This is an optimization exercise on Yosys and OpenROAD, whose aim is small area, not a production implementation.
Function was checked by simulation only, so behaviour that the tests miss may differ from the original.
Power and IR drop assume default switching activity.

## ddCapture
module ddCapture (
	input         clk,           
	input         nReset,        
	input  [9:0]  adc_databus,   
	input         testMode,      
	input         seqLoad,       
	input         adc128_sdat,   
	input         pcm_dout,      
	output [15:0] dataOut,       
	output        adc128_cs_n,
	output        adc128_sclk,
	output        adc128_din,
	output        pcm_bck,
	output        pcm_lrck,
	output        pcm_scki
);
For scale: ~190 flip-flops, ~38 I/O pins, roughly 7200 um^2 of cells after synthesis.
export LEC_CHECK = 0
export CAP_MARGIN = 20
export CORE_MARGIN = 2
export CORE_UTILIZATION = 65
export SLEW_MARGIN = 20
create_clock -name core_clock -period 25.0 [get_ports {clk}]
standard.sh (not shown) runs the stock make flow with config.mk's settings and CLKGATE_MAP_FILE= SYNTH_SCRIPT=/design/flow/synth_recipe.tcl, a recipe that flattens the netlist after the stock synthesis.
==> flow/flow/run.sh <==
#!/bin/bash
# Own layout flow: the standard flow (standard.sh), with two changes to how
# the layout is made:
#  - clock tree: larger sink clusters and no dummy loads (CTS_ARGS)
#  - port buffers: the smallest buffer cell (BUFFER_PORTS_ARGS)
# Everything else (synthesis, floorplan, power grid, taps, placement, routing,
# finish) is the standard flow unchanged. Full tool logs stay under orfs/logs/;
# the make output goes to flow_make.log in the work folder.
set -euo pipefail
export CTS_ARGS="-sink_clustering_enable -repair_clock_nets -dont_use_dummy_load -buf_list sky130_fd_sc_hd__clkbuf_8"
export BUFFER_PORTS_ARGS="-buffer_cell sky130_fd_sc_hd__buf_1"
bash standard.sh > flow_make.log 2>&1
The starting point completed with no timing, DRC or antenna violations.
Edit:
- CORE_UTILIZATION: 65 -> 40
Outcome: Synthesized cell count stays the same; setup slack gets better by 0.019 ns; clock skew came out higher by 0.012 ns.

========
ddCapture, a different RTL version from the one above (not shown whole).
For scale: roughly 580 cells after synthesis, about 190 flip-flops, about 38 I/O pins.
Settings: LEC_CHECK=0, CAP_MARGIN=20, CORE_MARGIN=2, CORE_UTILIZATION=40, SLEW_MARGIN=20; clock period 25.0 ns.
==> flow/flow/run.sh <==
#!/bin/bash
# Own layout flow: the standard flow (standard.sh) with three changes to
# how the layout is made; the floorplan, power grid, taps, placement, routing
# and finish are the standard flow's, unchanged.
#  - synthesis: synth_recipe.tcl unchanged, except that the final ABC mapping
#    uses flow/abc_area.script (area-oriented mapping) instead of ORFS's speed
#    script. Registers are mapped by the same steps, so they keep their names
#    and cell types.
#  - clock tree: no dummy loads, clkbuf_8 buffers (CTS_ARGS)
#  - port buffers: the smallest buffer cell (BUFFER_PORTS_ARGS)
# Tool logs stay under orfs/logs/; make's output goes to flow_make.log.
set -euo pipefail
here=$(pwd)
export CTS_ARGS="-sink_clustering_enable -repair_clock_nets -dont_use_dummy_load -buf_list sky130_fd_sc_hd__clkbuf_8"
export BUFFER_PORTS_ARGS="-buffer_cell sky130_fd_sc_hd__buf_1"
{
  echo "proc abc {args} { set i [lsearch -exact \$args -script]; if {\$i >= 0} { lset args [expr {\$i + 1}] $here/flow/abc_area.script }; yosys abc {*}\$args }"
  cat synth_recipe.tcl
} > flow_synth.tcl
grep -q "SYNTH_SCRIPT=$here/synth_recipe.tcl" standard.sh
sed "s#SYNTH_SCRIPT=$here/synth_recipe.tcl#SYNTH_SCRIPT=$here/flow_synth.tcl#" standard.sh > flow_standard.sh
bash flow_standard.sh > flow_make.log 2>&1
==> flow/flow/abc_area.script <==
strash
&get -n
&st
&synch2
&nf
&put
strash
dc2
dch -f
amap -E 0.5
topo
stime -c
==> next run, changes <==
==> flow/flow/abc_area.script (replaced) <==
strash
&get -n
&st
&synch2
&nf
&put
strash
dc2
dch -f
amap
topo
stime -c
The changed run went through all stages and came out clean.
Global-route usage is higher by 0.96 points.
Die area is higher by 0.43%.
Hold slack loses 0.0086 ns.
Sequential share of layout area is lower by 0.22 points.
==> next run, changes <==
==> flow/flow/abc_area.script (replaced) <==
strash
&get -n
&st
&synch2
&nf
&put
strash
dc2
dch -f
amap -F 4 -A 4
topo
stime -c
What happened: Worst setup slack gets better by 0.031 ns; routed wire length goes down by 5.5%; non-clock buffer count went down by 1; maximum frequency hardly moves; via count went down by 3.7%; die area goes down by 0.87%; critical path depth does not change; global-route usage decreases by 1.0 points; count of clock-buffer cells in the layout is unchanged; final cell count goes down by 2.7%; total power barely changes.

## afterwards: timing with drivers on the ports
No port has a modelled driver above. Below, the same layouts with a new extraction and two added sets of constraints. Step 1 (the two cells are an assumption about what drives the block):
set clk [get_ports {clk}]
set_driving_cell -lib_cell sky130_fd_sc_hd__clkbuf_16 $clk
set_driving_cell -lib_cell sky130_fd_sc_hd__buf_2 [delete_from_list [all_inputs] $clk]
Step 2 times the ports against the registers' clock, not the clock port: input delays grow and output delays shrink by t, the midpoint of the rising clock arrivals with the driver on. Three values: ideal, step 1, step 2; two values: the first two.
run | t (ns) | slack for setup (ns) | slew at the worst register clock pin (ns)
the first run of note 1 | 0.479 | 13.926 / 13.926 / 13.926 | 0.10 / 0.10
the second run of note 1 | 0.477 | 13.945 / 13.945 / 13.945 | 0.11 / 0.11
the first run of note 2 | 0.482 | 13.860 / 13.837 / 13.837 | 0.10 / 0.10
the second run of note 2 | 0.487 | 13.791 / 13.768 / 13.768 | 0.10 / 0.10
the third run of note 2 | 0.488 | 13.823 / 13.796 / 13.796 | 0.10 / 0.10
After both steps setup and hold are still met in every run listed. The setup slack of the third run of note 2, which loses most, moves by -0.027 ns with the drivers and by -0.027 ns with both steps.
